Background: an optimization exercise with open tools, aiming at small area. Do not read the settings as production practice.
In this exercise RTL edits were held to simulation tests only and were not proved equivalent to the original.
No activity file was given, so power comes from the tool's default toggle rates.

==> flow/design.v (outline; a module is shown in full before it is edited, if it fits) <==
// module edge_detector: 36 lines
// module clk_div: 18 lines
// module opl3_exp_lut: 264 lines
// module opl3_log_sine_lut: 264 lines
// module ksl_add_rom: 43 lines
// module tremolo: 34 lines
// module vibrato: 27 lines
// module calc_rhythm_phase: 54 lines
// module calc_phase_inc: 45 lines
// module control_operators: 633 lines
// module channels: 178 lines
// module register_file_axi: 80 lines
// module opl3: 176 lines
module opl3 (
    input wire clk,
    input wire rst,
    input wire wr,
    input wire [8:0] addr,
    input wire [7:0] din,
    output logic signed [SAMPLE_WIDTH-1:0] channel_a,
    output logic signed [SAMPLE_WIDTH-1:0] channel_b,
    output logic signed [SAMPLE_WIDTH-1:0] channel_c,
    output logic signed [SAMPLE_WIDTH-1:0] channel_d
);
  // ...
==> flow/flow/run.sh <==
#!/bin/bash
# Layout flow: the standard synthesis, then the combinational logic is
# re-mapped with Yosys's default ABC script (which gives less cell area than
# the ORFS speed/area scripts); every flip-flop instance, its name and cell
# type, is kept as the standard synthesis made it. Then the standard
# layout from floorplan to finish, with clock tree synthesis told to add no
# dummy loads and with smaller clock buffers (clkbuf_8) driving clusters of at
# most 15 flip-flops. Each tool's output goes to a log file of its own here.
set -euo pipefail
WORK=$(pwd)
R=$WORK/orfs/results/$FLOW_PLATFORM/opl3/base
LIB=$FLOW_HOME/platforms/$FLOW_PLATFORM/lib/sky130_fd_sc_hd__tt_025C_1v80.lib
YOSYS=$(command -v yosys || echo "$FLOW_HOME/../tools/install/yosys/bin/yosys")

bash standard.sh synth > synth.log 2>&1

DONT_USE=$(grep -o 'sky130_fd_sc_hd__lpflow\w*\|sky130_fd_sc_hd__probe\w*' \
  "$FLOW_HOME/platforms/$FLOW_PLATFORM/config.mk" | sort -u | sed 's/^/-dont_use /' | tr '\n' ' ')
mkdir -p reopt
cp "$R/1_2_yosys.v" reopt/standard_1_2_yosys.v
cat > reopt/reopt.ys <<EOT
read_liberty -ignore_miss_func $LIB
read_verilog $WORK/reopt/standard_1_2_yosys.v
hierarchy -top $FLOW_TOP
blackbox sky130_fd_sc_hd__*df* sky130_fd_sc_hd__*dl*
flatten
opt_clean
techmap
opt -fast
abc -liberty $LIB $DONT_USE
opt_clean -purge
splitnets
opt_clean -purge
hilomap -singleton -hicell sky130_fd_sc_hd__conb_1 HI -locell sky130_fd_sc_hd__conb_1 LO
opt_clean -purge
stat -liberty $LIB
write_verilog -noattr -nohex -nodec $WORK/reopt/1_2_yosys.v
EOT
"$YOSYS" -l reopt/reopt.log -q reopt/reopt.ys > reopt/yosys_stdout.log 2>&1
# the re-mapped netlist replaces the standard one; make then rebuilds
# 1_synth.odb from it and runs the rest of the flow
cp reopt/1_2_yosys.v "$R/1_2_yosys.v"
touch "$R/1_2_yosys.v"

bash standard.sh \
  CTS_ARGS="-sink_clustering_enable -repair_clock_nets -sink_clustering_size 15 -sink_clustering_max_diameter 100 -buf_list sky130_fd_sc_hd__clkbuf_8 -dont_use_dummy_load" \
  finish > layout.log 2>&1
==> flow/standard.sh <==
#!/bin/bash
# synth_recipe.tcl (not shown) runs the flow's synth.tcl, then flattens the netlist and writes it again
# the make line also repeats each setting of config.mk as NAME=value (left out here)
make -C /OpenROAD-flow-scripts/flow DESIGN_CONFIG=/design/flow/config.mk WORK_HOME=/design/flow/orfs CLKGATE_MAP_FILE= SYNTH_SCRIPT=/design/flow/synth_recipe.tcl "${@:-finish}"
==> flow/config.mk <==
export PLATFORM = sky130hd
export DESIGN_NAME = opl3
export DESIGN_NICKNAME = opl3
export VERILOG_FILES = /design/flow/design.v
export SDC_FILE = /design/flow/constraint.sdc
export NUM_CORES = 8
export LEC_CHECK = 0
export ABC_AREA = 1
export CAP_MARGIN = 20
export CORE_MARGIN = 2
export CORE_UTILIZATION = 50
export SLEW_MARGIN = 20
==> flow/constraint.sdc <==
create_clock -name core_clock -period 30.0 [get_ports {clk}]
set_input_delay 6.0000 -clock core_clock [delete_from_list [all_inputs] [get_ports {clk}]]
set_output_delay 6.0000 -clock core_clock [all_outputs]
set_load 0.01 [all_outputs]
==> results by group, run 1 <==
Worst setup path
  – CP max FO: 36
  – Critical path's top delay family: compound AO/OA/AOI/OAI gates
  – Req. time, crit path: slightly above 30 ns

Clock tree
  – TritonCTS Buffers: 420
  – Root Buffer: clkbuf_8
  – Clock latency (worst-skew pair): 1.23 ns
  – Clock Pin Slew Worst Setup and Hold Paths: ~0.090 ns

Placed design
  – Placement Cell Area: roughly 190000 µm²
  – Setup WS pre-CTS: between 15 and 20 ns
  – Placed Instances: 17.16k

Layout
  – Area grow syn2layout: 9.758%
  – Fraction of area in registers: 70.74%
  – Bufs w/o clock: 452
  – Inverters: 154
  – Max FFs per register: 1672
  – #MultiIn Comb: around 6.3k
  – # diodes: 66
  – Commonest non-fill, non-tap cell in the layout: dfxtp_1

Floorplan
  – I/O Pins: 84

GRT
  – Tot GR Track Use: 31.89%

Drt
  – Top Layer Used: met5
  – Final ANT Viol Nets: 0

Min path
  – Worst Hold Depth: 0
  – Worst Min Path Start: channels.control_operators.r_phase[385]

Power and ir drop
  – Power per cell area: 74.22 nW/µm²
  – Internal power: 0.01027 W
  – Clock Power: roughly 0.0035 W
  – Pwr top: registers
  – P_sw: 0.004046 W

Synth
  – Syn_nets: 12.14k
  – Post-synthesis cell count: 12.12k
  – Synthesized area: 175700 µm²

Job
  – Max Cap Viol: 0

Timing
  – Final Max Tran Viols: 0
  – Final Critical Period: 12.96 ns

Status
  – Outcome: no timing/DRC/antenna violations
==> module channels, before the edit <==
module channels (
    input wire clk,
    input wire rst,
    input wire sample_clk_en,
    input wire [511:0][7:0] slv8_reg,
    input wire [REG_CONNECTION_SEL_WIDTH-1:0] connection_sel,
    input wire is_new,
    input wire nts,                      
    input wire [2-1:0][9-1:0][REG_FNUM_WIDTH-1:0] fnum,
    input wire [2-1:0][9-1:0][REG_BLOCK_WIDTH-1:0] block,
    input wire dvb,
    input wire [2-1:0][9-1:0] kon,  
    input wire dam,                              
    input wire ryt,
    input wire bd,
    input wire sd,
    input wire tom,
    input wire tc,
    input wire hh,
    input wire [2-1:0][9-1:0] cha,
    input wire [2-1:0][9-1:0] chb,
    input wire [2-1:0][9-1:0] chc,
    input wire [2-1:0][9-1:0] chd,
    input wire [2-1:0][9-1:0][REG_FB_WIDTH-1:0] fb,
    input wire [2-1:0][9-1:0] cnt,
	 output logic signed [SAMPLE_WIDTH-1:0] channel_a,
    output logic signed [SAMPLE_WIDTH-1:0] channel_b,
    output logic signed [SAMPLE_WIDTH-1:0] channel_c,
    output logic signed [SAMPLE_WIDTH-1:0] channel_d
);      
    logic signed [CHANNEL_ACCUMULATOR_WIDTH-1:0] channel_a_acc_pre_clamp;
    logic signed [CHANNEL_ACCUMULATOR_WIDTH-1:0] channel_b_acc_pre_clamp;
    logic signed [CHANNEL_ACCUMULATOR_WIDTH-1:0] channel_c_acc_pre_clamp;
    logic signed [CHANNEL_ACCUMULATOR_WIDTH-1:0] channel_d_acc_pre_clamp;
    logic signed [CHANNEL_ACCUMULATOR_WIDTH-1:0] p_a, p_b, p_c, p_d;
    logic calc;       
    logic [3:0] channel;
    logic bank;
    logic [3:0] nchannel;
    logic nbank;
    always_comb begin
        if (rst || !calc || channel == 8)
            nchannel = 0;
        else
            nchannel = channel + 1;
        if (rst || !calc)
            nbank = 0;
        else if (channel == 8)
            nbank = 1;
        else
            nbank = bank;
    end
    always_ff @(posedge clk)
        if (rst)
            calc <= 0;
        else if (!calc)
            calc <= sample_clk_en;
        else if (bank == 1 && channel == 8)
            calc <= 0;
    always_ff @(posedge clk) begin
        channel <= nchannel;
        bank <= nbank;
    end
    logic [OP_OUT_WIDTH-1:0] op_p, op_q, op_r, op_s;
    control_operators control_operators (
        .mix_bank(nbank),
        .mix_channel(nchannel),
        .mix_p(op_p),
        .mix_q(op_q),
        .mix_r(op_r),
        .mix_s(op_s),
        .*
    );
    logic [NUM_CHANNELS_PER_BANK-1:0] cntb, chab, chbb, chcb, chdb;
    always_comb begin
        cntb = nbank ? cnt[1] : cnt[0];
        chab = nbank ? cha[1] : cha[0];
        chbb = nbank ? chb[1] : chb[0];
        chcb = nbank ? chc[1] : chc[0];
        chdb = nbank ? chd[1] : chd[0];
    end
    logic cnt_c, cnt_c3, four_op, ryt0;
    logic use_p, use_q, use_r, use_s;
    always_comb begin
        cnt_c = cntb[nchannel];
        cnt_c3 = '0;
        four_op = '0;
        for (int c = 0; c < 3; c++)
            if (nchannel == c) begin
                cnt_c3 = cntb[c + 3];
                four_op = connection_sel[c + 3*nbank] && is_new;
            end
        ryt0 = ryt && !nbank && nchannel >= 6;
        if (four_op) begin
            use_s = 1;
            use_r = cnt_c && cnt_c3;
            use_p = cnt_c;
            use_q = !cnt_c && cnt_c3;
        end
        else if (ryt0 && nchannel == 6) begin
            use_s = 0;
            use_r = 0;
            use_p = !cnt_c;
            use_q = cnt_c;
        end
        else begin
            use_s = 0;
            use_r = 0;
            use_p = cnt_c || ryt0;
            use_q = 1;
        end
    end
    logic signed [CHANNEL_ACCUMULATOR_WIDTH-1:0] chan_val;
    always_comb
        chan_val = (use_p ? $signed(op_p) : 13'sd0) + (use_q ? $signed(op_q) : 13'sd0)
         + (use_r ? $signed(op_r) : 13'sd0) + (use_s ? $signed(op_s) : 13'sd0);
    logic all_out;
    always_comb all_out = !is_new && !nbank;
    logic signed [CHANNEL_ACCUMULATOR_WIDTH-1:0] p_val;
    logic [3:0] p_en;
    always_ff @(posedge clk) begin
        p_val <= chan_val;
        p_en <= {chdb[nchannel] || all_out, chcb[nchannel] || all_out,
                 chbb[nchannel] || all_out, chab[nchannel] || all_out};
    end
    always_comb begin
        p_a = p_en[0] ? p_val : '0;
        p_b = p_en[1] ? p_val : '0;
        p_c = p_en[2] ? p_val : '0;
        p_d = p_en[3] ? p_val : '0;
    end
    always_ff @(posedge clk)
        if (sample_clk_en || rst) begin
            channel_a_acc_pre_clamp <= 0;
            channel_b_acc_pre_clamp <= 0;
            channel_c_acc_pre_clamp <= 0;
            channel_d_acc_pre_clamp <= 0;
        end
        else if (calc) begin
            channel_a_acc_pre_clamp <= channel_a_acc_pre_clamp + p_a;
            channel_b_acc_pre_clamp <= channel_b_acc_pre_clamp + p_b;
            channel_c_acc_pre_clamp <= channel_c_acc_pre_clamp + p_c;
            channel_d_acc_pre_clamp <= channel_d_acc_pre_clamp + p_d;
        end
    always_ff @(posedge clk)
        if (rst) begin
            channel_a <= 0;
            channel_b <= 0;
            channel_c <= 0;
            channel_d <= 0;
        end
        else if (sample_clk_en) begin
            if (channel_a_acc_pre_clamp > 2**15 - 1)
                channel_a <= 2**15 - 1;
            else if (channel_a_acc_pre_clamp < -2**15)
                channel_a <= -2**15;
            else
                channel_a <= channel_a_acc_pre_clamp;
            if (channel_b_acc_pre_clamp > 2**15 - 1)
                channel_b <= 2**15 - 1;
            else if (channel_b_acc_pre_clamp < -2**15)
                channel_b <= -2**15;
            else
                channel_b <= channel_b_acc_pre_clamp;              
            if (channel_c_acc_pre_clamp > 2**15 - 1)
                channel_c <= 2**15 - 1;
            else if (channel_c_acc_pre_clamp < -2**15)
                channel_c <= -2**15;
            else
                channel_c <= channel_c_acc_pre_clamp;              
            if (channel_d_acc_pre_clamp > 2**15 - 1)
                channel_d <= 2**15 - 1;
            else if (channel_d_acc_pre_clamp < -2**15)
                channel_d <= -2**15;
            else
                channel_d <= channel_d_acc_pre_clamp; 
        end        
endmodule
==> module register_file_axi, before the edit <==
module register_file_axi #(
    parameter integer C_S_AXI_DATA_WIDTH = 0,
    parameter NUM_AXI_REGISTERS = 128
) (
    input wire clk,
    input wire rst,
    input wire [NUM_AXI_REGISTERS*4-1:0][7:0] slv8_reg,
    input wire sample_clk_en,
    output logic [REG_TIMER_WIDTH-1:0] timer1,
    output logic [REG_TIMER_WIDTH-1:0] timer2,
    output logic irq_rst,
    output logic mt1,
    output logic mt2,
    output logic st1,
    output logic st2,
    output logic [REG_CONNECTION_SEL_WIDTH-1:0] connection_sel,
    output logic is_new,
    output logic nts,                      
    output logic [2-1:0][9-1:0][REG_FNUM_WIDTH-1:0] fnum,
    output logic [2-1:0][9-1:0][REG_BLOCK_WIDTH-1:0] block,
    output logic dvb,
    output logic [2-1:0][9-1:0] kon,  
    output logic dam,                              
    output logic ryt,
    output logic bd,
    output logic sd,
    output logic tom,
    output logic tc,
    output logic hh,
    output logic [2-1:0][9-1:0] cha,
    output logic [2-1:0][9-1:0] chb,
    output logic [2-1:0][9-1:0] chc,
    output logic [2-1:0][9-1:0] chd,
    output logic [2-1:0][9-1:0][REG_FB_WIDTH-1:0] fb,
    output logic [2-1:0][9-1:0] cnt
);  
    localparam BANK2_OFFSET = 256;
    always_ff @(posedge clk)
        if (sample_clk_en || rst) begin
            timer1 <= slv8_reg[2];
            timer2 <= slv8_reg[3];
            irq_rst <= slv8_reg[4][7];
            mt1 <= slv8_reg[4][6];
            mt2 <= slv8_reg[4][5];
            st2 <= slv8_reg[4][1];
            st1 <= slv8_reg[4][0];
            connection_sel <= slv8_reg[BANK2_OFFSET+4][REG_CONNECTION_SEL_WIDTH-1:0];
            is_new <= slv8_reg[BANK2_OFFSET+5][0];
            nts <= slv8_reg[8][6];
            dam <= slv8_reg['hBD][7];
            dvb <= slv8_reg['hBD][6];
            ryt <= slv8_reg['hBD][5];
            bd  <= slv8_reg['hBD][4];
            sd  <= slv8_reg['hBD][3];
            tom <= slv8_reg['hBD][2];
            tc  <= slv8_reg['hBD][1];
            hh  <= slv8_reg['hBD][0];                               
        end
    genvar bank;
    genvar i;
    generate
    for (bank = 0; bank < 2; bank++) begin : rname001
        for (i = 0; i < 9; i++) begin : rname005
            always_ff @(posedge clk)
                if (sample_clk_en || rst) begin
                    fnum[bank][i][7:0] <= slv8_reg['hA0+i+bank*BANK2_OFFSET];
                    kon[bank][i]       <= slv8_reg['hB0+i+bank*BANK2_OFFSET][5];
                    block[bank][i]     <= slv8_reg['hB0+i+bank*BANK2_OFFSET][4:2];
                    fnum[bank][i][9:8] <= slv8_reg['hB0+i+bank*BANK2_OFFSET][1:0];
                    chd[bank][i] <= slv8_reg['hC0+i+bank*BANK2_OFFSET][7];
                    chc[bank][i] <= slv8_reg['hC0+i+bank*BANK2_OFFSET][6];
                    chb[bank][i] <= slv8_reg['hC0+i+bank*BANK2_OFFSET][5];
                    cha[bank][i] <= slv8_reg['hC0+i+bank*BANK2_OFFSET][4];
                    fb[bank][i]  <= slv8_reg['hC0+i+bank*BANK2_OFFSET][3:1];
                    cnt[bank][i] <= slv8_reg['hC0+i+bank*BANK2_OFFSET][0];                                
                end
					end
    end                
    endgenerate   
endmodule
==> module opl3, before the edit <==
module opl3 (
    input wire clk,
    input wire rst,
    input wire wr,
    input wire [8:0] addr,
    input wire [7:0] din,
    output logic signed [SAMPLE_WIDTH-1:0] channel_a,
    output logic signed [SAMPLE_WIDTH-1:0] channel_b,
    output logic signed [SAMPLE_WIDTH-1:0] channel_c,
    output logic signed [SAMPLE_WIDTH-1:0] channel_d
);
    logic [511:0][7:0] slv8_reg;
    function automatic [7:0] reg_mask(input integer a);
        integer bank;
        integer off;
        begin
            bank = a / 256;
            off = a % 256;
            reg_mask = 8'h00;
            if (bank == 0 && off == 'h08)
                reg_mask = 8'h40;
            if (bank == 0 && off == 'hBD)
                reg_mask = 8'hFF;
            if (bank == 1 && off == 'h04)
                reg_mask = 8'h3F;
            if (bank == 1 && off == 'h05)
                reg_mask = 8'h01;
            if ((off % 8) < 6 && (off & 'h1F) < 'h16) begin
                if (off >= 'h20 && off < 'h36)
                    reg_mask = 8'hFF;
                if (off >= 'h40 && off < 'h56)
                    reg_mask = 8'hFF;
                if (off >= 'h60 && off < 'h76)
                    reg_mask = 8'hFF;
                if (off >= 'h80 && off < 'h96)
                    reg_mask = 8'hFF;
                if (off >= 'hE0 && off < 'hF6)
                    reg_mask = 8'h07;
            end
            if (off >= 'hA0 && off < 'hA9)
                reg_mask = 8'hFF;
            if (off >= 'hB0 && off < 'hB9)
                reg_mask = 8'h3F;
            if (off >= 'hC0 && off < 'hC9)
                reg_mask = 8'hFF;
        end
    endfunction
    localparam NUM_OPS = 2*NUM_OPERATORS_PER_BANK;
    localparam [5:0] NO_OP = 6'h3F;
    function automatic integer op_row(input integer a);      
        integer off;
        begin
            off = a % 256;
            op_row = -1;
            if ((off % 8) < 6 && (off & 'h1F) < 'h16)
                case (off & 'hE0)
                'h20: op_row = 0;
                'h40: op_row = 1;
                'h60: op_row = 2;
                'h80: op_row = 3;
                'hE0: op_row = 4;
                default: op_row = -1;
                endcase
        end
    endfunction
    function automatic integer op_index(input integer a);    
        integer off;
        begin
            off = a % 32;
            op_index = 18*(a / 256) + (off < 6 ? off : off < 14 ? off - 2 : off - 4);
        end
    endfunction
    logic [5:0] in_op;
    logic [2:0] in_row;
    always_comb begin
        in_op = NO_OP;
        in_row = '0;
        for (int a = 0; a < 512; a++)
            if (addr == a && op_row(a) >= 0) begin
                in_op = 6'(op_index(a));
                in_row = 3'(op_row(a));
            end
        if (!wr || rst)
            in_op = NO_OP;
    end
    logic [NUM_OPS:1][5:0] dl_op;
    logic [NUM_OPS:1][2:0] dl_row;
    logic [NUM_OPS:1][7:0] dl_data;
    always_ff @(posedge clk) begin
        dl_op[1] <= in_op;
        dl_row[1] <= in_row;
        dl_data[1] <= din;
        for (int s = 2; s <= NUM_OPS; s++) begin
            dl_op[s] <= rst && (s % 16 == 1) ? NO_OP : dl_op[s-1];
            dl_row[s] <= dl_row[s-1];
            dl_data[s] <= dl_data[s-1];
        end
    end
    logic [31:0] wr_grp;
    logic [15:0] wr_idx;
    logic [7:0] wr_data;
    always_comb begin
        wr_grp = '0;
        wr_idx = '0;
        for (int g = 0; g < 32; g++)
            if (addr[8:4] == g)
                wr_grp[g] = wr;
        for (int x = 0; x < 16; x++)
            if (addr[3:0] == x)
                wr_idx[x] = 1'b1;
        wr_data = rst ? 8'h00 : din;
    end
    genvar ra, rb;
    generate
    for (ra = 0; ra < 512; ra++) begin : reg_byte
        if (op_row(ra) >= 0) begin : op_byte
            localparam integer K = op_index(ra);
            wire wr_en = rst || (dl_op[K+1] == K && dl_row[K+1] == op_row(ra));
            for (rb = 0; rb < 8; rb++) begin : reg_bit
                if (reg_mask(ra) & (8'h01 << rb)) begin : stored
                    always_ff @(posedge clk)
                        if (wr_en)
                            slv8_reg[ra][rb] <= !rst && dl_data[K+1][rb];
                end
                else begin : unused
                    assign slv8_reg[ra][rb] = 1'b0;
                end
            end
        end
        else begin : other_byte
            wire wr_en = rst || (wr_grp[ra / 16] && wr_idx[ra % 16]);
            for (rb = 0; rb < 8; rb++) begin : reg_bit
                if (reg_mask(ra) & (8'h01 << rb)) begin : stored
                    always_ff @(posedge clk)
                        if (wr_en)
                            slv8_reg[ra][rb] <= wr_data[rb];
                end
                else begin : unused
                    assign slv8_reg[ra][rb] = 1'b0;
                end
            end
        end
    end
    endgenerate
    logic sample_clk_en;
    logic [REG_TIMER_WIDTH-1:0] timer1;
    logic [REG_TIMER_WIDTH-1:0] timer2;
    logic irq_rst;
    logic mt1;
    logic mt2;
    logic st1;
    logic st2;
    logic [REG_CONNECTION_SEL_WIDTH-1:0] connection_sel;
    logic is_new;
    logic nts;
    logic [1:0][8:0][REG_FNUM_WIDTH-1:0] fnum;
    logic [1:0][8:0][REG_BLOCK_WIDTH-1:0] block;
    logic dvb;
    logic [1:0][8:0] kon;
    logic dam;
    logic ryt;
    logic bd;
    logic sd;
    logic tom;
    logic tc;
    logic hh;
    logic [1:0][8:0] cha;
    logic [1:0][8:0] chb;
    logic [1:0][8:0] chc;
    logic [1:0][8:0] chd;
    logic [1:0][8:0][REG_FB_WIDTH-1:0] fb;
    logic [1:0][8:0] cnt;
    clk_div sample_clk_gen (.clk(clk), .rst(rst), .clk_en(sample_clk_en));
    register_file_axi register_file_axi (.*);
    channels channels (.*);
endmodule
==> run 2, diff against run 1 <==
--- a/flow/design.v
+++ b/flow/design.v
@@ -862,31 +862,30 @@
 module control_operators (
     input wire clk,
     input wire rst,
     input wire sample_clk_en,
     input wire [511:0][7:0] slv8_reg,       
     input wire [REG_CONNECTION_SEL_WIDTH-1:0] connection_sel,
     input wire is_new,
     input wire nts,                      
-    input wire [NUM_BANKS-1:0][NUM_CHANNELS_PER_BANK-1:0][REG_FNUM_WIDTH-1:0] fnum,
-    input wire [NUM_BANKS-1:0][NUM_CHANNELS_PER_BANK-1:0][REG_BLOCK_WIDTH-1:0] block,
     input wire dvb,
-    input wire [NUM_BANKS-1:0][NUM_CHANNELS_PER_BANK-1:0] kon,
     input wire dam,                              
     input wire ryt,
     input wire bd,
     input wire sd,
     input wire tom,
     input wire tc,
     input wire hh,
-    input wire [NUM_BANKS-1:0][NUM_CHANNELS_PER_BANK-1:0][REG_FB_WIDTH-1:0] fb,
     input wire [NUM_BANKS-1:0][NUM_CHANNELS_PER_BANK-1:0] cnt,
-    input wire mix_bank,
-    input wire [3:0] mix_channel,
+    input wire [REG_FNUM_WIDTH-1:0] chan_fnum,
+    input wire [REG_BLOCK_WIDTH-1:0] chan_block,
+    input wire chan_kon,
+    input wire [REG_FB_WIDTH-1:0] chan_fb,
+    input wire mix_first,
     output logic [OP_OUT_WIDTH-1:0] mix_p,
     output logic [OP_OUT_WIDTH-1:0] mix_q,
     output logic [OP_OUT_WIDTH-1:0] mix_r,
     output logic [OP_OUT_WIDTH-1:0] mix_s
 );
     localparam RING = NUM_BANKS*NUM_OPERATORS_PER_BANK;
     localparam SILENCE = 511;
     localparam COUNTER_WIDTH = 15;
@@ -907,40 +906,50 @@
         else if (step == LAST_STEP)
             active <= 0;
     always_ff @(posedge clk)
         if (sample_clk_en || !active)
             step <= 0;
         else
             step <= step + 1;
     logic v0, v1, v2, v3, v4;            
-    logic [5:0] k0, k1, k2, k4;          
+    logic [5:0] k0;                      
     logic recompute_00;                  
     always_comb begin
         v0 = active && step < RING;
         k0 = step;
         recompute_00 = active && step == LAST_STEP;
     end
     always_ff @(posedge clk)
         if (rst) begin
             v1 <= 0; v2 <= 0; v3 <= 0; v4 <= 0;
         end
         else begin
             v1 <= v0; v2 <= v1; v3 <= v2; v4 <= v3;
         end
-    logic [5:0] k3;
+    logic first0, first1, first2, first3, first4;    
+    logic fb_op0, fb_op1, fb_op2;                    
+    logic last0, last1, last2, last3;                
+    logic [2:0] koff0, koff1;                        
+    always_comb begin
+        first0 = k0 == 0;
+        fb_op0 = k0 != 0 && (op_of(k0) < 3 || (op_of(k0) >= 6 && op_of(k0) < 9) ||
+         (op_of(k0) >= 12 && op_of(k0) < 15));
+        last0 = k0 == RING-1;
+        koff0 = k0 >= 12 && k0 < 18 ? 3'(k0 - 12) : 3'd7;
+    end
     always_ff @(posedge clk) begin
-        k1 <= k0; k2 <= k1; k3 <= k2; k4 <= k3;
+        first1 <= first0; first2 <= first1; first3 <= first2; first4 <= first3;
+        fb_op1 <= fb_op0; fb_op2 <= fb_op1;
+        last1 <= last0; last2 <= last1; last3 <= last2;
+        koff1 <= koff0;
     end
     function automatic [4:0] op_of(input [5:0] k);
         op_of = k >= NUM_OPERATORS_PER_BANK ? 5'(k - NUM_OPERATORS_PER_BANK) : 5'(k);
     endfunction
-    function automatic bank_of(input [5:0] k);
-        bank_of = k >= NUM_OPERATORS_PER_BANK;
-    endfunction
     logic [NUM_BANKS-1:0][NUM_OPERATORS_PER_BANK-1:0] use_feedback;
     logic [NUM_BANKS-1:0][NUM_OPERATORS_PER_BANK-1:0] mod_zero;   
     logic [NUM_BANKS-1:0][NUM_OPERATORS_PER_BANK-1:0][2:0] op_type_tmp;
     always_comb begin
         for (int b = 0; b < NUM_BANKS; b++) begin
             for (int j = 0; j < NUM_OPERATORS_PER_BANK; j++) begin
                 op_type_tmp[b][j] = OP_NORMAL;
                 use_feedback[b][j] = 0;
@@ -976,27 +985,42 @@
                 use_feedback[b][13] = 1;
                 use_feedback[b][14] = 1;
                 mod_zero[b][16] = cnt[b][7];
                 mod_zero[b][17] = cnt[b][8];
             end
         end
     end
     logic [RING-1:0] op_sel;
-    logic [2*NUM_CHANNELS_PER_BANK-1:0] chan_sel;
-    always_comb begin
+    always_comb
         for (int k = 0; k < RING; k++)
             op_sel[k] = k0 == k;
-        for (int b = 0; b < NUM_BANKS; b++)
-            for (int c = 0; c < 3; c++) begin
-                chan_sel[9*b+c] = op_sel[18*b+c] || op_sel[18*b+c+3] ||
-                 (connection_sel[3*b+c] && (op_sel[18*b+c+6] || op_sel[18*b+c+9]));
-                chan_sel[9*b+c+3] = !connection_sel[3*b+c] && (op_sel[18*b+c+6] || op_sel[18*b+c+9]);
-                chan_sel[9*b+c+6] = op_sel[18*b+c+12] || op_sel[18*b+c+15];
-            end
+    localparam CP_DEPTH = 10;
+    logic [CP_DEPTH:1][REG_FNUM_WIDTH+REG_BLOCK_WIDTH:0] cp;     
+    logic [REG_FB_WIDTH-1:0] cp_fb;
+    always_ff @(posedge clk) begin
+        cp[1] <= {chan_kon, chan_block, chan_fnum};
+        for (int i = 2; i <= CP_DEPTH; i++)
+            cp[i] <= cp[i-1];
+        cp_fb <= chan_fb;
+    end
+    logic [1:0] cp_sel;          
+    always_comb begin
+        logic [4:0] j;
+        logic cs;
+        j = op_of(k0);
+        cs = connection_sel[3*(k0 >= NUM_OPERATORS_PER_BANK) + j % 3];
+        if (j < 3 || (j >= 12 && j < 15))
+            cp_sel = 0;
+        else if (j < 6 || j >= 15)
+            cp_sel = 1;
+        else if (j < 9)
+            cp_sel = cs ? 2 : 0;
+        else
+            cp_sel = cs ? 3 : 1;
     end
     function automatic integer op_reg_offset(input integer j);
         op_reg_offset = j < 6 ? j : j < 12 ? j + 2 : j + 4;
     endfunction
     localparam PARAM_WIDTH = 35;
     function automatic [PARAM_WIDTH-1:0] op_params(input integer k);
         integer a;
         a = 256*(k / NUM_OPERATORS_PER_BANK) + op_reg_offset(k % NUM_OPERATORS_PER_BANK);
@@ -1015,24 +1039,23 @@
         use_fb0 = 0; mod_zero0 = 0; op_type0 = '0;
         for (int b = 0; b < NUM_BANKS; b++)
             for (int j = 0; j < NUM_OPERATORS_PER_BANK; j++) begin
                 par0 = par0 | (op_params(18*b+j) & {PARAM_WIDTH{op_sel[18*b+j]}});
                 use_fb0 = use_fb0 | (use_feedback[b][j] & op_sel[18*b+j]);
                 mod_zero0 = mod_zero0 | (mod_zero[b][j] & op_sel[18*b+j]);
                 op_type0 = op_type0 | (op_type_tmp[b][j] & {3{op_sel[18*b+j]}});
             end
-        fnum0 = '0; block0 = '0; kon0 = '0; fb0 = '0;
-        for (int b = 0; b < NUM_BANKS; b++)
-            for (int c = 0; c < NUM_CHANNELS_PER_BANK; c++) begin
-                fnum0 = fnum0 | (fnum[b][c] & {REG_FNUM_WIDTH{chan_sel[9*b+c]}});
-                block0 = block0 | (block[b][c] & {REG_BLOCK_WIDTH{chan_sel[9*b+c]}});
-                kon0 = kon0 | (kon[b][c] & chan_sel[9*b+c]);
-                fb0 = fb0 | (fb[b][c] & {REG_FB_WIDTH{chan_sel[9*b+c]}});
-            end
+        unique case (cp_sel)
+        0: {kon0, block0, fnum0} = cp[1];
+        1: {kon0, block0, fnum0} = cp[4];
+        2: {kon0, block0, fnum0} = cp[7];
+        3: {kon0, block0, fnum0} = cp[10];
+        endcase
+        fb0 = cp_fb;
     end
     function automatic [REG_MULT_WIDTH-1:0] p_mult(input [PARAM_WIDTH-1:0] p); p_mult = p[30:27]; endfunction
     function automatic p_am(input [PARAM_WIDTH-1:0] p); p_am = p[34]; endfunction
     function automatic p_vib(input [PARAM_WIDTH-1:0] p); p_vib = p[33]; endfunction
     function automatic p_egt(input [PARAM_WIDTH-1:0] p); p_egt = p[32]; endfunction
     function automatic p_ksr(input [PARAM_WIDTH-1:0] p); p_ksr = p[31]; endfunction
     function automatic [REG_KSL_WIDTH-1:0] p_ksl(input [PARAM_WIDTH-1:0] p); p_ksl = p[26:25]; endfunction
     function automatic [REG_TL_WIDTH-1:0] p_tl(input [PARAM_WIDTH-1:0] p); p_tl = p[24:19]; endfunction
@@ -1092,28 +1115,28 @@
     end
     logic [5:0] koff_r0, koff_r1;
     always_ff @(posedge clk)
         for (int i = 0; i < 6; i++)
             if (rst) begin
                 koff_r0[i] <= 0;
                 koff_r1[i] <= 0;
             end
-            else if (v0 && k0 == i + 12 && op_type0 == OP_NORMAL) begin
+            else if (v0 && koff0 == i && op_type0 == OP_NORMAL) begin
                 koff_r0[i] <= kon0;
                 koff_r1[i] <= koff_r0[i];
             end
     logic key_off_0, key_off_1;
     always_comb begin
         key_off_0 = !r_kon0[0] && r_kon1[0];
         key_off_1 = !r_kon0[1] && r_kon1[1];
         for (int i = 0; i < 6; i++) begin
-            if (k0 == i + 12)
+            if (koff0 == i)
                 key_off_0 = !koff_r0[i] && koff_r1[i];
-            if (k1 == i + 12)
+            if (koff1 == i)
                 key_off_1 = !koff_r0[i] && koff_r1[i];
         end
     end
     logic key_on_0;
     logic [1:0] state_1;
     always_comb begin
         key_on_0 = (r_kon0[0] && !r_kon1[0]) || rhythm_kon_pulse_0;
         if (key_on_0)
@@ -1201,17 +1224,17 @@
         .block(block1),
         .ksl(p_ksl(par1)),
         .ksl_add
     );
     wire [AM_VAL_WIDTH-1:0] am_val;
     tremolo tremolo (
         .clk,
         .rst,
-        .sample_clk_en(v0 && k0 == 0),
+        .sample_clk_en(v0 && first0),
         .bank_num(1'b0),
         .op_num(5'd0),
         .dam,
         .am_val
     );
     logic [9:0] env_add_2;
     always_comb
         env_add_2 = (p_tl(par2) << 2) + ksl_add + (p_am(par2) ? am_val : 5'd0);
@@ -1230,18 +1253,18 @@
         .env(9'd0),
         .phase_inc
     );
     logic [OP_OUT_WIDTH-1:0] out_00;         
     localparam FB_OPS = 17;
     logic [FB_OPS-1:0][OP_OUT_WIDTH-1:0] fb_queue;
     logic [1:0][OP_OUT_WIDTH-1:0] feedback_cur;
     always_comb begin
-        feedback_cur[0] = k2 == 0 ? out_00 : r_out[2];
-        feedback_cur[1] = k2 == 0 ? out_00 : fb_queue[0];
+        feedback_cur[0] = first2 ? out_00 : r_out[2];
+        feedback_cur[1] = first2 ? out_00 : fb_queue[0];
     end
     logic signed [OP_OUT_WIDTH-1:0] feedback_result;
     logic signed [OP_OUT_WIDTH+1+2**REG_FB_WIDTH-1:0] feedback_result_p0;
     always_comb
         if (fb2 == 0)
             feedback_result_p0 = 0;
         else
             feedback_result_p0 = (($signed(feedback_cur[0]) +
@@ -1251,17 +1274,17 @@
     logic [OP_OUT_WIDTH-1:0] modulation;
     always_comb modulation = use_fb2 ? feedback_result : mod_zero2 ? '0 : out;
     logic [REG_WS_WIDTH-1:0] ws_post_opl_2;
     always_comb ws_post_opl_2 = p_ws(par2) & (is_new ? 'h7 : 'h3);
     wire [PHASE_ACC_WIDTH-1:0] rhythm_phase;
     calc_rhythm_phase calc_rhythm_phase (
         .clk,
         .rst,
-        .sample_clk_en(v0 && k0 == 0),
+        .sample_clk_en(v0 && first0),
         .bank_num(1'b0),
         .op_num(5'd0),
         .phase_acc_cur(r_phase[2]),
         .phase_acc_0_17(r_phase[RING-2]),
         .phase_acc_0_13(r_phase[6]),
         .op_type(op_type2),
         .rhythm_phase
     );
@@ -1289,24 +1312,24 @@
         if (rst) begin
             odd_parity <= 0;
             last_msb <= 0;
         end
         else if (v2) begin
             odd_parity <= odd_2;
             last_msb <= final_phase_new[PHASE_ACC_WIDTH-1];
         end
-        else if (v3 && k3 == RING-1) begin
+        else if (v3 && last3) begin
             odd_parity <= odd_parity ^ (last_msb && !fp_msb_00);
             last_msb <= fp_msb_00;
         end
     always_ff @(posedge clk)
         if (rst)
             fp_msb_00 <= 0;
-        else if (v2 && k2 == 0)
+        else if (v2 && first2)
             fp_msb_00 <= final_phase_new[PHASE_ACC_WIDTH-1];
     logic [9:0] fp_3;                
     logic [ENV_WIDTH-1:0] env_int_3;
     logic [9:0] env_add_3;
     logic odd_3, odd_4;
     always_ff @(posedge clk) begin
         fp_3 <= final_phase_new[PHASE_ACC_WIDTH-1:10];
         env_int_3 <= env_int_new;
@@ -1343,83 +1366,76 @@
     logic [LOG_SIN_PLUS_GAIN_WIDTH-1:0] log_sin_plus_gain_3;
     always_comb log_sin_plus_gain_3 = (ws_post_opl_3 == 7 ? tmp_ws7 : log_sin_out) + (env << 3);
     logic [LOG_SIN_PLUS_GAIN_WIDTH-1:0] lsp_4;
     logic [1:0] fp_4;            
     always_ff @(posedge clk) begin
         lsp_4 <= log_sin_plus_gain_3;
         fp_4 <= fp_3[9:8];
     end
-    logic [LOG_SIN_PLUS_GAIN_WIDTH-1:0] lsp_00;
-    logic [1:0] fp_hi_00;
-    logic [REG_WS_WIDTH-1:0] ws_00;
-    always_ff @(posedge clk)
-        if (v4 && k4 == 0) begin
-            lsp_00 <= lsp_4;
-            fp_hi_00 <= fp_4;
-            ws_00 <= ws4;
-        end
-    logic [LOG_SIN_PLUS_GAIN_WIDTH-1:0] lsp;
-    logic [1:0] fp_hi;
     logic [REG_WS_WIDTH-1:0] ws_post_opl_4;
-    logic odd_period;
-    logic [2:0] op_type_4;
-    always_comb begin
-        lsp = recompute_00 ? lsp_00 : lsp_4;
-        fp_hi = recompute_00 ? fp_hi_00 : fp_4;
-        ws_post_opl_4 = (recompute_00 ? ws_00 : ws4) & (is_new ? 'h7 : 'h3);
-        odd_period = recompute_00 ? odd_parity : odd_4;
-        op_type_4 = recompute_00 ? OP_NORMAL : op_type4;
-    end
+    always_comb ws_post_opl_4 = ws4 & (is_new ? 'h7 : 'h3);
     wire [EXP_OUT_WIDTH-1:0] exp_out;
     opl3_exp_lut exp_lut_inst (
-        .in(~lsp[7:0]),
+        .in(~lsp_4[7:0]),
         .out(exp_out)
     );
     logic [OP_OUT_WIDTH-1:0] tmp_out0;
     logic signed [OP_OUT_WIDTH-1:0] tmp_out1;
     logic signed [OP_OUT_WIDTH-1:0] tmp_out2;
     logic signed [OP_OUT_WIDTH-1:0] tmp_ws2;
     logic signed [OP_OUT_WIDTH-1:0] tmp_ws4;
+    logic signed [OP_OUT_WIDTH-1:0] out_odd;     
+    logic odd_gated;                             
     logic signed [OP_OUT_WIDTH-1:0] out_new;
     always_comb tmp_out0 = (2**10 + exp_out) << 1;
     always_comb
-        if (fp_hi[1])
-            tmp_out1 = ~(tmp_out0 >> lsp[LOG_SIN_PLUS_GAIN_WIDTH-1:8]);
+        if (fp_4[1])
+            tmp_out1 = ~(tmp_out0 >> lsp_4[LOG_SIN_PLUS_GAIN_WIDTH-1:8]);
         else
-            tmp_out1 = tmp_out0 >> lsp[LOG_SIN_PLUS_GAIN_WIDTH-1:8];
+            tmp_out1 = tmp_out0 >> lsp_4[LOG_SIN_PLUS_GAIN_WIDTH-1:8];
     always_comb tmp_ws2 = tmp_out1 < 0 ? ~tmp_out1 : tmp_out1;
-    always_comb tmp_ws4 = odd_period ? tmp_out1 : 0;
+    always_comb tmp_ws4 = tmp_out1;
     always_comb
         unique case (ws_post_opl_4)
         0: tmp_out2 = tmp_out1;
         1: tmp_out2 = tmp_out1 < 0 ? 0 : tmp_out1;
         2: tmp_out2 = tmp_ws2;
-        3: tmp_out2 = fp_hi[0] ? 0 : tmp_ws2;
+        3: tmp_out2 = fp_4[0] ? 0 : tmp_ws2;
         4: tmp_out2 = tmp_ws4;
         5: tmp_out2 = tmp_ws4 < 0 ? ~tmp_ws4 : tmp_ws4;
         6: tmp_out2 = tmp_out1 > 0 ? 2**(OP_OUT_WIDTH-1) - 1 : -2**(OP_OUT_WIDTH-1);
         7: tmp_out2 = tmp_out1;
         endcase
     always_comb
-        unique case (op_type_4)
-        OP_NORMAL:    out_new = tmp_out2;
-        OP_BASS_DRUM: out_new = tmp_out2;
-        default:      out_new = tmp_out2 << 1;
+        unique case (op_type4)
+        OP_NORMAL:    out_odd = tmp_out2;
+        OP_BASS_DRUM: out_odd = tmp_out2;
+        default:      out_odd = tmp_out2 << 1;
         endcase
+    always_comb begin
+        odd_gated = (ws_post_opl_4 == 4 || ws_post_opl_4 == 5) && !odd_4;
+        out_new = odd_gated ? '0 : out_odd;
+    end
+    logic [OP_OUT_WIDTH-1:0] out_odd_00;
+    logic odd_used_00;
+    always_ff @(posedge clk)
+        if (v4 && first4) begin
+            out_odd_00 <= out_odd;
+            odd_used_00 <= ws_post_opl_4 == 4 || ws_post_opl_4 == 5;
+        end
     always_ff @(posedge clk)
         out <= out_new;
     always_ff @(posedge clk)
         if (rst)
             out_00 <= 0;
         else if (recompute_00)
-            out_00 <= out_new;
+            out_00 <= odd_used_00 && !odd_parity ? '0 : out_odd_00;
     logic fb_shift;
-    always_comb fb_shift = v2 && k2 != 0 &&
-     (op_of(k2) < 3 || (op_of(k2) >= 6 && op_of(k2) < 9) || (op_of(k2) >= 12 && op_of(k2) < 15));
+    always_comb fb_shift = v2 && fb_op2;
     always_ff @(posedge clk)
         for (int i = 0; i < FB_OPS; i++)
             if (rst && (i == FB_OPS-1 || i == FB_OPS/2))
                 fb_queue[i] <= '0;
             else if (rst || fb_shift)
                 fb_queue[i] <= i == FB_OPS-1 ? r_out[2] : fb_queue[i+1];
     always_ff @(posedge clk) begin
         for (int p = 1; p < RING; p++) begin
@@ -1464,123 +1480,125 @@
                 r_state[p] <= RELEASE;
                 r_env[p] <= SILENCE;
                 r_cnt[p] <= 0;
                 r_phase[p] <= 0;
                 r_fpmsb[p] <= 0;
                 r_out[p] <= 0;
             end
     end
-    function automatic integer rpos(input integer c, input integer b, input integer j);
-        rpos = ((c - 1 - (18*b + j)) % RING + RING) % RING;
-    endfunction
-    logic [17:0] mix_sel;
-    always_comb
-        for (int c = 0; c < 18; c++)
-            mix_sel[c] = {mix_bank, mix_channel} == {c / 9 == 1, 4'(c % 9)};
     always_comb begin
-        mix_p = '0; mix_q = '0; mix_r = '0; mix_s = '0;
-        for (int b = 0; b < NUM_BANKS; b++)
-            for (int c = 0; c < 9; c++) begin
-                if (b == 0 && c == 0)
-                    mix_p = mix_p | (out_00 & {OP_OUT_WIDTH{mix_sel[9*b+c]}});
-                else
-                    mix_p = mix_p | (r_out[rpos(9*b+c, b, c < 3 ? c : c < 6 ? c + 3 : c + 6)] & {OP_OUT_WIDTH{mix_sel[9*b+c]}});
-                mix_q = mix_q | (r_out[rpos(9*b+c, b, c < 3 ? c + 3 : c < 6 ? c + 6 : c + 9)] & {OP_OUT_WIDTH{mix_sel[9*b+c]}});
-                if (c < 3) begin
-                    mix_r = mix_r | (r_out[rpos(9*b+c, b, c + 6)] & {OP_OUT_WIDTH{mix_sel[9*b+c]}});
-                    mix_s = mix_s | (r_out[rpos(9*b+c, b, c + 9)] & {OP_OUT_WIDTH{mix_sel[9*b+c]}});
-                end
-            end
+        mix_p = mix_first ? out_00 : r_out[RING-1];
+        mix_q = r_out[RING-4];
+        mix_r = r_out[RING-7];
+        mix_s = r_out[RING-10];
     end
 endmodule
 `default_nettype wire   
 `timescale 1ns / 1ps
 `default_nettype none   
 import opl3_pkg::*;
 module channels (
     input wire clk,
     input wire rst,
     input wire sample_clk_en,
     input wire [511:0][7:0] slv8_reg,
     input wire [REG_CONNECTION_SEL_WIDTH-1:0] connection_sel,
     input wire is_new,
     input wire nts,                      
-    input wire [2-1:0][9-1:0][REG_FNUM_WIDTH-1:0] fnum,
-    input wire [2-1:0][9-1:0][REG_BLOCK_WIDTH-1:0] block,
     input wire dvb,
-    input wire [2-1:0][9-1:0] kon,  
     input wire dam,                              
     input wire ryt,
     input wire bd,
     input wire sd,
     input wire tom,
     input wire tc,
     input wire hh,
-    input wire [2-1:0][9-1:0] cha,
-    input wire [2-1:0][9-1:0] chb,
-    input wire [2-1:0][9-1:0] chc,
-    input wire [2-1:0][9-1:0] chd,
-    input wire [2-1:0][9-1:0][REG_FB_WIDTH-1:0] fb,
     input wire [2-1:0][9-1:0] cnt,
 	 output logic signed [SAMPLE_WIDTH-1:0] channel_a,
     output logic signed [SAMPLE_WIDTH-1:0] channel_b,
     output logic signed [SAMPLE_WIDTH-1:0] channel_c,
     output logic signed [SAMPLE_WIDTH-1:0] channel_d
 );      
     logic signed [CHANNEL_ACCUMULATOR_WIDTH-1:0] channel_a_acc_pre_clamp;
     logic signed [CHANNEL_ACCUMULATOR_WIDTH-1:0] channel_b_acc_pre_clamp;
     logic signed [CHANNEL_ACCUMULATOR_WIDTH-1:0] channel_c_acc_pre_clamp;
     logic signed [CHANNEL_ACCUMULATOR_WIDTH-1:0] channel_d_acc_pre_clamp;
     logic signed [CHANNEL_ACCUMULATOR_WIDTH-1:0] p_a, p_b, p_c, p_d;
-    logic calc;       
-    logic [3:0] channel;
-    logic bank;
+    logic mix_active;
+    logic [2:0] mix_group;       
+    logic [2:0] mix_phase;       
+    logic mix_take;
+    logic [4:0] mix_idx;         
     logic [3:0] nchannel;
     logic nbank;
+    always_ff @(posedge clk)
+        if (rst) begin
+            mix_active <= 0;
+            mix_group <= 0;
+            mix_phase <= 0;
+        end
+        else if (sample_clk_en) begin
+            mix_active <= 1;
+            mix_group <= 0;
+            mix_phase <= 1;
+        end
+        else if (mix_active) begin
+            if (mix_phase == 5) begin
+                mix_phase <= 0;
+                mix_group <= mix_group + 1;
+            end
+            else
+                mix_phase <= mix_phase + 1;
+            if (mix_group == 5 && mix_phase == 2)
+                mix_active <= 0;
+        end
     always_comb begin
-        if (rst || !calc || channel == 8)
-            nchannel = 0;
-        else
-            nchannel = channel + 1;
-        if (rst || !calc)
-            nbank = 0;
-        else if (channel == 8)
-            nbank = 1;
-        else
-            nbank = bank;
+        mix_take = sample_clk_en || (mix_active && mix_phase < 3);
+        mix_idx = sample_clk_en ? 5'd0 : 5'(3*mix_group + mix_phase);
+        nbank = mix_idx >= NUM_CHANNELS_PER_BANK;
+        nchannel = nbank ? 4'(mix_idx - NUM_CHANNELS_PER_BANK) : 4'(mix_idx);
+    end
+    logic [REG_FNUM_WIDTH-1:0] chan_fnum;
+    logic [REG_BLOCK_WIDTH-1:0] chan_block;
+    logic chan_kon;
+    logic [REG_FB_WIDTH-1:0] chan_fb;
+    logic [3:0] chan_out_en;     
+    logic [3:0] chan_out_en_00;
+    always_comb begin
+        chan_fnum = '0; chan_block = '0; chan_kon = '0; chan_fb = '0; chan_out_en = '0;
+        for (int b = 0; b < NUM_BANKS; b++)
+            for (int c = 0; c < NUM_CHANNELS_PER_BANK; c++)
+                if (nbank == b && nchannel == c) begin
+                    chan_fnum = {slv8_reg['hB0+256*b+c][1:0], slv8_reg['hA0+256*b+c]};
+                    chan_kon = slv8_reg['hB0+256*b+c][5];
+                    chan_block = slv8_reg['hB0+256*b+c][4:2];
+                    chan_out_en = slv8_reg['hC0+256*b+c][7:4];
+                    chan_fb = slv8_reg['hC0+256*b+c][3:1];
+                end
     end
     always_ff @(posedge clk)
         if (rst)
-            calc <= 0;
-        else if (!calc)
-            calc <= sample_clk_en;
-        else if (bank == 1 && channel == 8)
-            calc <= 0;
-    always_ff @(posedge clk) begin
-        channel <= nchannel;
-        bank <= nbank;
-    end
+            chan_out_en_00 <= '0;
+        else if (sample_clk_en)
+            chan_out_en_00 <= chan_out_en;
     logic [OP_OUT_WIDTH-1:0] op_p, op_q, op_r, op_s;
     control_operators control_operators (
-        .mix_bank(nbank),
-        .mix_channel(nchannel),
+        .mix_first(sample_clk_en),
         .mix_p(op_p),
         .mix_q(op_q),
         .mix_r(op_r),
         .mix_s(op_s),
         .*
     );
-    logic [NUM_CHANNELS_PER_BANK-1:0] cntb, chab, chbb, chcb, chdb;
+    logic [NUM_CHANNELS_PER_BANK-1:0] cntb;
+    logic [3:0] out_en;
     always_comb begin
         cntb = nbank ? cnt[1] : cnt[0];
-        chab = nbank ? cha[1] : cha[0];
-        chbb = nbank ? chb[1] : chb[0];
-        chcb = nbank ? chc[1] : chc[0];
-        chdb = nbank ? chd[1] : chd[0];
+        out_en = sample_clk_en ? chan_out_en_00 : chan_out_en;
     end
     logic cnt_c, cnt_c3, four_op, ryt0;
     logic use_p, use_q, use_r, use_s;
     always_comb begin
         cnt_c = cntb[nchannel];
         cnt_c3 = '0;
         four_op = '0;
         for (int c = 0; c < 3; c++)
@@ -1611,35 +1629,36 @@
     logic signed [CHANNEL_ACCUMULATOR_WIDTH-1:0] chan_val;
     always_comb
         chan_val = (use_p ? $signed(op_p) : 13'sd0) + (use_q ? $signed(op_q) : 13'sd0)
          + (use_r ? $signed(op_r) : 13'sd0) + (use_s ? $signed(op_s) : 13'sd0);
     logic all_out;
     always_comb all_out = !is_new && !nbank;
     logic signed [CHANNEL_ACCUMULATOR_WIDTH-1:0] p_val;
     logic [3:0] p_en;
+    logic p_valid;
     always_ff @(posedge clk) begin
         p_val <= chan_val;
-        p_en <= {chdb[nchannel] || all_out, chcb[nchannel] || all_out,
-                 chbb[nchannel] || all_out, chab[nchannel] || all_out};
+        p_en <= out_en | {4{all_out}};
+        p_valid <= mix_take && !rst;
     end
     always_comb begin
         p_a = p_en[0] ? p_val : '0;
         p_b = p_en[1] ? p_val : '0;
         p_c = p_en[2] ? p_val : '0;
         p_d = p_en[3] ? p_val : '0;
     end
     always_ff @(posedge clk)
         if (sample_clk_en || rst) begin
             channel_a_acc_pre_clamp <= 0;
             channel_b_acc_pre_clamp <= 0;
             channel_c_acc_pre_clamp <= 0;
             channel_d_acc_pre_clamp <= 0;
         end
-        else if (calc) begin
+        else if (p_valid) begin
             channel_a_acc_pre_clamp <= channel_a_acc_pre_clamp + p_a;
             channel_b_acc_pre_clamp <= channel_b_acc_pre_clamp + p_b;
             channel_c_acc_pre_clamp <= channel_c_acc_pre_clamp + p_c;
             channel_d_acc_pre_clamp <= channel_d_acc_pre_clamp + p_d;
         end
     always_ff @(posedge clk)
         if (rst) begin
             channel_a <= 0;
@@ -1691,32 +1710,24 @@
     output logic irq_rst,
     output logic mt1,
     output logic mt2,
     output logic st1,
     output logic st2,
     output logic [REG_CONNECTION_SEL_WIDTH-1:0] connection_sel,
     output logic is_new,
     output logic nts,                      
-    output logic [2-1:0][9-1:0][REG_FNUM_WIDTH-1:0] fnum,
-    output logic [2-1:0][9-1:0][REG_BLOCK_WIDTH-1:0] block,
     output logic dvb,
-    output logic [2-1:0][9-1:0] kon,  
     output logic dam,                              
     output logic ryt,
     output logic bd,
     output logic sd,
     output logic tom,
     output logic tc,
     output logic hh,
-    output logic [2-1:0][9-1:0] cha,
-    output logic [2-1:0][9-1:0] chb,
-    output logic [2-1:0][9-1:0] chc,
-    output logic [2-1:0][9-1:0] chd,
-    output logic [2-1:0][9-1:0][REG_FB_WIDTH-1:0] fb,
     output logic [2-1:0][9-1:0] cnt
 );  
     localparam BANK2_OFFSET = 256;
     always_ff @(posedge clk)
         if (sample_clk_en || rst) begin
             timer1 <= slv8_reg[2];
             timer2 <= slv8_reg[3];
             irq_rst <= slv8_reg[4][7];
@@ -1738,25 +1749,16 @@
         end
     genvar bank;
     genvar i;
     generate
     for (bank = 0; bank < 2; bank++) begin : rname001
         for (i = 0; i < 9; i++) begin : rname005
             always_ff @(posedge clk)
                 if (sample_clk_en || rst) begin
-                    fnum[bank][i][7:0] <= slv8_reg['hA0+i+bank*BANK2_OFFSET];
-                    kon[bank][i]       <= slv8_reg['hB0+i+bank*BANK2_OFFSET][5];
-                    block[bank][i]     <= slv8_reg['hB0+i+bank*BANK2_OFFSET][4:2];
-                    fnum[bank][i][9:8] <= slv8_reg['hB0+i+bank*BANK2_OFFSET][1:0];
-                    chd[bank][i] <= slv8_reg['hC0+i+bank*BANK2_OFFSET][7];
-                    chc[bank][i] <= slv8_reg['hC0+i+bank*BANK2_OFFSET][6];
-                    chb[bank][i] <= slv8_reg['hC0+i+bank*BANK2_OFFSET][5];
-                    cha[bank][i] <= slv8_reg['hC0+i+bank*BANK2_OFFSET][4];
-                    fb[bank][i]  <= slv8_reg['hC0+i+bank*BANK2_OFFSET][3:1];
                     cnt[bank][i] <= slv8_reg['hC0+i+bank*BANK2_OFFSET][0];                                
                 end
 					end
     end                
     endgenerate   
 endmodule
 `default_nettype wire   
 `timescale 1ns / 1ps
@@ -1805,17 +1807,18 @@
                 reg_mask = 8'hFF;
             if (off >= 'hB0 && off < 'hB9)
                 reg_mask = 8'h3F;
             if (off >= 'hC0 && off < 'hC9)
                 reg_mask = 8'hFF;
         end
     endfunction
     localparam NUM_OPS = 2*NUM_OPERATORS_PER_BANK;
-    localparam [5:0] NO_OP = 6'h3F;
+    localparam NUM_CHS = 2*NUM_CHANNELS_PER_BANK;
+    localparam [5:0] NO_TARGET = 6'h1F;     
     function automatic integer op_row(input integer a);      
         integer off;
         begin
             off = a % 256;
             op_row = -1;
             if ((off % 8) < 6 && (off & 'h1F) < 'h16)
                 case (off & 'hE0)
                 'h20: op_row = 0;
@@ -1829,42 +1832,80 @@
     endfunction
     function automatic integer op_index(input integer a);    
         integer off;
         begin
             off = a % 32;
             op_index = 18*(a / 256) + (off < 6 ? off : off < 14 ? off - 2 : off - 4);
         end
     endfunction
-    logic [5:0] in_op;
-    logic [2:0] in_row;
+    function automatic integer ch_row(input integer a);      
+        integer off;
+        begin
+            off = a % 256;
+            ch_row = -1;
+            if (off >= 'hA0 && off < 'hA9)
+                ch_row = 0;
+            if (off >= 'hB0 && off < 'hB9)
+                ch_row = 1;
+            if (off >= 'hC0 && off < 'hC9)
+                ch_row = 2;
+        end
+    endfunction
+    function automatic integer ch_index(input integer a);    
+        ch_index = 9*(a / 256) + (a % 16);
+    endfunction
+    function automatic integer ch_delay(input integer c);
+        ch_delay = 6*(c / 3) + c % 3;
+    endfunction
+    function automatic integer byte_target(input integer a);
+        integer b, off, c;
+        begin
+            b = a / 256;
+            off = a % 256;
+            c = off % 16;
+            if (op_row(a) >= 0)
+                byte_target = 32*b + 8*((off % 32) / 8) + off % 8;
+            else if (ch_row(a) >= 0)
+                byte_target = c < 6 ? 32*b + 24 + c : 32*b + 8*(c - 6) + 6;
+            else
+                byte_target = -1;
+        end
+    endfunction
+    function automatic integer byte_row(input integer a);
+        byte_row = op_row(a) >= 0 ? op_row(a) : ch_row(a);
+    endfunction
+    function automatic integer byte_delay(input integer a);
+        byte_delay = op_row(a) >= 0 ? op_index(a) + 1 : ch_delay(ch_index(a));
+    endfunction
+    logic [NUM_OPS:0][5:0] dl_tgt;
+    logic [NUM_OPS:0][2:0] dl_row;
+    logic [NUM_OPS:0][7:0] dl_data;
     always_comb begin
-        in_op = NO_OP;
-        in_row = '0;
-        for (int a = 0; a < 512; a++)
-            if (addr == a && op_row(a) >= 0) begin
-                in_op = 6'(op_index(a));
-                in_row = 3'(op_row(a));
+        dl_tgt[0] = NO_TARGET;
+        dl_row[0] = '0;
+        if (wr && !rst) begin
+            if (addr[2:0] < 6 && addr[4:3] != 3 &&
+             (addr[7:5] == 1 || addr[7:5] == 2 || addr[7:5] == 3 || addr[7:5] == 4 || addr[7:5] == 7)) begin
+                dl_tgt[0] = {addr[8], addr[4:3], addr[2:0]};
+                dl_row[0] = addr[7:5] == 7 ? 3'd4 : 3'(addr[7:5] - 1);
+            end
+            if ((addr[7:4] == 'hA || addr[7:4] == 'hB || addr[7:4] == 'hC) && addr[3:0] < 9) begin
+                dl_tgt[0] = addr[3:0] < 6 ? {addr[8], 2'b11, addr[2:0]} : {addr[8], 2'(addr[3:0] - 6), 3'b110};
+                dl_row[0] = 3'(addr[7:4] - 'hA);
             end
-        if (!wr || rst)
-            in_op = NO_OP;
+        end
+        dl_data[0] = rst ? 8'h00 : din;
     end
-    logic [NUM_OPS:1][5:0] dl_op;
-    logic [NUM_OPS:1][2:0] dl_row;
-    logic [NUM_OPS:1][7:0] dl_data;
-    always_ff @(posedge clk) begin
-        dl_op[1] <= in_op;
-        dl_row[1] <= in_row;
-        dl_data[1] <= din;
-        for (int s = 2; s <= NUM_OPS; s++) begin
-            dl_op[s] <= rst && (s % 16 == 1) ? NO_OP : dl_op[s-1];
+    always_ff @(posedge clk)
+        for (int s = 1; s <= NUM_OPS; s++) begin
+            dl_tgt[s] <= rst && (s % 15 == 1) ? NO_TARGET : dl_tgt[s-1];
             dl_row[s] <= dl_row[s-1];
-            dl_data[s] <= dl_data[s-1];
+            dl_data[s] <= rst && (s % 15 == 1) ? 8'h00 : dl_data[s-1];
         end
-    end
     logic [31:0] wr_grp;
     logic [15:0] wr_idx;
     logic [7:0] wr_data;
     always_comb begin
         wr_grp = '0;
         wr_idx = '0;
         for (int g = 0; g < 32; g++)
             if (addr[8:4] == g)
@@ -1872,24 +1913,30 @@
         for (int x = 0; x < 16; x++)
             if (addr[3:0] == x)
                 wr_idx[x] = 1'b1;
         wr_data = rst ? 8'h00 : din;
     end
     genvar ra, rb;
     generate
     for (ra = 0; ra < 512; ra++) begin : reg_byte
-        if (op_row(ra) >= 0) begin : op_byte
-            localparam integer K = op_index(ra);
-            wire wr_en = rst || (dl_op[K+1] == K && dl_row[K+1] == op_row(ra));
+        if (byte_target(ra) >= 0) begin : delayed_byte
+            localparam integer S = byte_delay(ra);
+            wire wr_en = rst || (dl_tgt[S] == byte_target(ra) && dl_row[S] == byte_row(ra));
+            wire wr_en_now = rst || (wr_grp[ra / 16] && wr_idx[ra % 16]);
             for (rb = 0; rb < 8; rb++) begin : reg_bit
-                if (reg_mask(ra) & (8'h01 << rb)) begin : stored
+                if (ch_row(ra) == 2 && rb == 0) begin : cnt_bit
+                    always_ff @(posedge clk)
+                        if (wr_en_now)
+                            slv8_reg[ra][rb] <= wr_data[rb];
+                end
+                else if (reg_mask(ra) & (8'h01 << rb)) begin : stored
                     always_ff @(posedge clk)
                         if (wr_en)
-                            slv8_reg[ra][rb] <= !rst && dl_data[K+1][rb];
+                            slv8_reg[ra][rb] <= dl_data[S][rb];
                 end
                 else begin : unused
                     assign slv8_reg[ra][rb] = 1'b0;
                 end
             end
         end
         else begin : other_byte
             wire wr_en = rst || (wr_grp[ra / 16] && wr_idx[ra % 16]);
@@ -1912,30 +1959,22 @@
     logic irq_rst;
     logic mt1;
     logic mt2;
     logic st1;
     logic st2;
     logic [REG_CONNECTION_SEL_WIDTH-1:0] connection_sel;
     logic is_new;
     logic nts;
-    logic [1:0][8:0][REG_FNUM_WIDTH-1:0] fnum;
-    logic [1:0][8:0][REG_BLOCK_WIDTH-1:0] block;
     logic dvb;
-    logic [1:0][8:0] kon;
     logic dam;
     logic ryt;
     logic bd;
     logic sd;
     logic tom;
     logic tc;
     logic hh;
-    logic [1:0][8:0] cha;
-    logic [1:0][8:0] chb;
-    logic [1:0][8:0] chc;
-    logic [1:0][8:0] chd;
-    logic [1:0][8:0][REG_FB_WIDTH-1:0] fb;
     logic [1:0][8:0] cnt;
     clk_div sample_clk_gen (.clk(clk), .rst(rst), .clk_en(sample_clk_en));
     register_file_axi register_file_axi (.*);
     channels channels (.*);
 endmodule
 `default_nettype wire
--- a/flow/flow/run.sh
+++ b/flow/flow/run.sh
@@ -1,16 +1,16 @@
 #!/bin/bash
 # Layout flow: the standard synthesis, then the combinational logic is
 # re-mapped with Yosys's default ABC script (which gives less cell area than
 # the ORFS speed/area scripts); every flip-flop instance, its name and cell
 # type, is kept as the standard synthesis made it. Then the standard
 # layout from floorplan to finish, with clock tree synthesis told to add no
 # dummy loads and with smaller clock buffers (clkbuf_8) driving clusters of at
-# most 15 flip-flops. Each tool's output goes to a log file of its own here.
+# most 15 flip-flops within 60 um. Each tool's output goes to a log file of its own here.
 set -euo pipefail
 WORK=$(pwd)
 R=$WORK/orfs/results/$FLOW_PLATFORM/opl3/base
 LIB=$FLOW_HOME/platforms/$FLOW_PLATFORM/lib/sky130_fd_sc_hd__tt_025C_1v80.lib
 YOSYS=$(command -v yosys || echo "$FLOW_HOME/../tools/install/yosys/bin/yosys")
 
 bash standard.sh synth > synth.log 2>&1
 
@@ -38,10 +38,10 @@
 EOT
 "$YOSYS" -l reopt/reopt.log -q reopt/reopt.ys > reopt/yosys_stdout.log 2>&1
 # the re-mapped netlist replaces the standard one; make then rebuilds
 # 1_synth.odb from it and runs the rest of the flow
 cp reopt/1_2_yosys.v "$R/1_2_yosys.v"
 touch "$R/1_2_yosys.v"
 
 bash standard.sh \
-  CTS_ARGS="-sink_clustering_enable -repair_clock_nets -sink_clustering_size 15 -sink_clustering_max_diameter 100 -buf_list sky130_fd_sc_hd__clkbuf_8 -dont_use_dummy_load" \
+  CTS_ARGS="-sink_clustering_enable -repair_clock_nets -sink_clustering_size 15 -sink_clustering_max_diameter 60 -buf_list sky130_fd_sc_hd__clkbuf_8 -dont_use_dummy_load" \
   finish > layout.log 2>&1
==> run 2 against run 1 <==
Compared with the run above:
- critical path depth did not move
- clock-buffer cell count rose by 16
- clock power barely moved
- synthesized cell count fell by 3.2%
- die area fell by 5.9%
==> results by group, run 2 <==
Status
  – Outcome: no timing/DRC/antenna violations (unchanged)

Worst setup path
  – Worst setup path category: flop to flop (was input pin to flop)
  – WP buf/inv: 2 (was 3)
  – Worst setup path start: channels.mix_phase[0] (was rst)
  – Peak per-stage delay on the critical path: 0.82 ns (was 0.65 ns)
  – Critical path endpoint category: flop (unchanged)
  – CP max stage cell: nor2_2 (was nand3_1)
  – CP max FO: 22 (was 36)
  – Critical path's top delay family: simple AND/OR/NAND/NOR gates (was compound AO/OA/AOI/OAI gates)
  – Req. time, crit path: 31.03 ns (was 31.01 ns)

Synth
  – YS warnings: 2368 (unchanged)
  – Syn_nets: 11.75k (was 12.14k)
  – Synthesized area: 165400 µm² (was 175700 µm²)
  – Syn avg cell area: 14.10 µm² (was 14.50 µm²)
  – Post-synthesis cell count: 11.73k (was 12.12k)

Clock tree
  – Clock latency (worst-skew pair): 1.29 ns (was 1.23 ns)
  – Postcts setup bufs: 0 (unchanged)
  – Clock Sinks: 5421 (was 5666)
  – Cts hold-fix bufs: 0 (unchanged)
  – Worst-case clock buffer depth: 4 (unchanged)
  – Clock Pin Slew Worst Setup and Hold Paths: 0.10 ns (was 0.09 ns)
  – Root Buffer: clkbuf_8 (unchanged)
  – TritonCTS Buffers: 436 (was 420)
  – H-tree depth: 5 (unchanged)
  – Cts repair resizes: 0 (unchanged)

GRT
  – First-pass GRT wire length: 883.3 mm (was 798.1 mm)
  – Tot GR Track Use: 39.67% (was 31.89%)
  – Number of global-route vias before repair: 99.32k (was 103.4k)
  – Overflow left after global routing: 0 (unchanged)

Power and ir drop
  – Leak Pwr: 65.63 nW (was 68.77 nW)
  – Comb power frac: 13.9% (was 15.4%)
  – Internal power: 0.009801 W (was 0.01027 W)
  – Clock power frac: 25.7% (was 24.7%)
  – Flop pwr share: 60.4% (was 60.0%)
  – Switching part of the total: 28.54% (was 28.27%)
  – Power per cell area: 75.85 nW/µm² (was 74.22 nW/µm²)
  – P_sw: 0.003914 W (was 0.004046 W)

Placed design
  – Placed Instances: 16.43k (was 17.16k)
  – Port-buffer cells: 83 (unchanged)
  – Detailed placement HPWL: 498.2 mm (was 386.8 mm)
  – Setup WS pre-CTS: 20.34 ns (was 15.85 ns)

Floorplan
  – I/O Pins: 84 (unchanged)
  – Die area: 335300 µm² (was 356200 µm²)
  – Core area: 329700 µm² (was 349700 µm²)
  – Row Count: 211 (was 217)

Drt
  – Average wire per cell in the routed design: 39.51 µm (was 32.82 µm)
  – 1st-iter DRT viols: 17.54k (was 15.86k)
  – Top Layer Used: met5 (unchanged)
  – Vias per cell: 6.343 (was 6.188)
  – Final ANT Viol Nets: 0 (unchanged)
  – DRC Markers: 0 (unchanged)
  – DR WL met3: 79.57 mm (was 67.56 mm)

Layout
  – Max FFs per register: 1672 (unchanged)
  – Commonest non-fill, non-tap cell in the layout: dfxtp_1 (unchanged)
  – FILL cells: 26.32k (was 28.28k)
  – Layout Cells excl Fill: 17.00k (was 17.66k)
  – Area grow syn2layout: 9.343% (was 9.758%)
  – Fin nets: 12.54k (was 13.01k)
  – Commonest non-fill, non-tap cells in the layout: dfxtp_1, edfxtp_1, nand2_1 (unchanged)

Timing
  – Final WS setup: 20.48 ns (was 17.04 ns)
  – Setup TNS: 0 ns (unchanged)
  – Post-route clock period utilization: 31.72% (was 43.19%)
  – Final Critical Period: 9.517 ns (was 12.96 ns)
  – Setup Skew: 0.1817 ns (was 0.1671 ns)
  – Final hold violation count: 0 (unchanged)
  – Slew HR: 8.335% (was 9.050%)
  – Final Max Tran Viols: 0 (unchanged)
  – Final setup fails: 0 (unchanged)
  – RSZ-0062 raised after global routing: false (unchanged)

Job
  – Max Cap Viol: 0 (unchanged)

Min path
  – Worst Min Path Start: channels.control_operators.r_phase[263] (was channels.control_operators.r_phase[385])
==> run 2: final timing paths <==
| path | end | slack (ns) | depth (start not counted) |
|---|---|---|---|
| hold / removal | channels.control_operators.r_phase[283] | 0.24 | 0 |
| setup reg to reg | channels.p_val[16] | 20.48 | 29 |
| hold reg to reg | channels.control_operators.r_phase[283] | 0.24 | 0 |
| setup / recovery | channels.p_val[16] | 20.48 | 29 |
==> run 2: final cells by class <==
class / instances / area (µm²) / share of cell area, %
Sequential cell: 5421 / 127700 / 70.63
Multi-Input combinational cell: 6168 / 37870 / 20.94
Clock buffer: 436 / 6001 / 3.319
Tap cell: 4366 / 5463 / 3.021
Timing Repair Buffer: 350 / 2955 / 1.634
Inverter: 139 / 534.3 / 0.2955
Antenna cell: 116 / 290.3 / 0.1605
==> run 2: per-stage QoR <==
step | power, W | utilization (%) | area [µm²]
CTS | 0.01366 | 54.65 | 180200
finish | 0.01371 | 54.83 | 180800
global route | 0.01413 | 54.77 | 180600
global placement | 0.01027 | 52.79 | 174100
floorplan | 0.009410 | - | 165400
detailed placement | 0.01026 | 52.83 | 174200
==> run 2: power groups by stage <==
stage	clock, W	sequential (W)	combinational, W
final	0.00353	0.00828	0.00191
after CTS	0.00355	0.00825	0.00186
after global placement	0	0.00842	0.00185
after global routing	0.00381	0.00827	0.00205
after floorplan	0	0.00820	0.00121
after detailed placement	0	0.00841	0.00185
==> run 2: metal layers <==
| metal | vias to the layer above | track usage (%) |
|---|---|---|
| met3 | 2003 | 14.28 |
| li1 | 44787 | - |
| met2 | 7668 | 57.44 |
| met4 | 36 | 34.86 |
| met5 | - | 0.6523 |
| met1 | 53307 | 46.54 |

-- re-timing with driven ports --
How much do the figures lean on ideal ports? The routed layouts below were timed once more, with nothing changed but the port constraints. Step 1, drivers: a clkbuf_16 drives clk and a buf_2 each remaining input, both assumed. Step 2, shift: input delay + t, output delay - t, t = (earliest + latest rising clock arrival at the registers) / 2. This alone moves slack from input paths to output paths. Slacks: no drivers / after step 1 / after step 2; pairs: no drivers / after step 1.
| run | t (ns) | setup WS [ns] | clock arrival spread, ns | worst slew at a driven data input, ns |
|---|---|---|---|---|
| run 1 | 1.247 | 17.044 / 17.096 / 15.849 | 0.192 / 0.192 | 0.11 |
| run 2 | 1.323 | 20.483 / 20.483 / 20.222 | 0.191 / 0.191 | 0.07 |
After both steps every run listed still meets setup and hold. The setup slack of run 1, which loses most, moves by +0.052 ns with the drivers and by -1.195 ns with both steps.
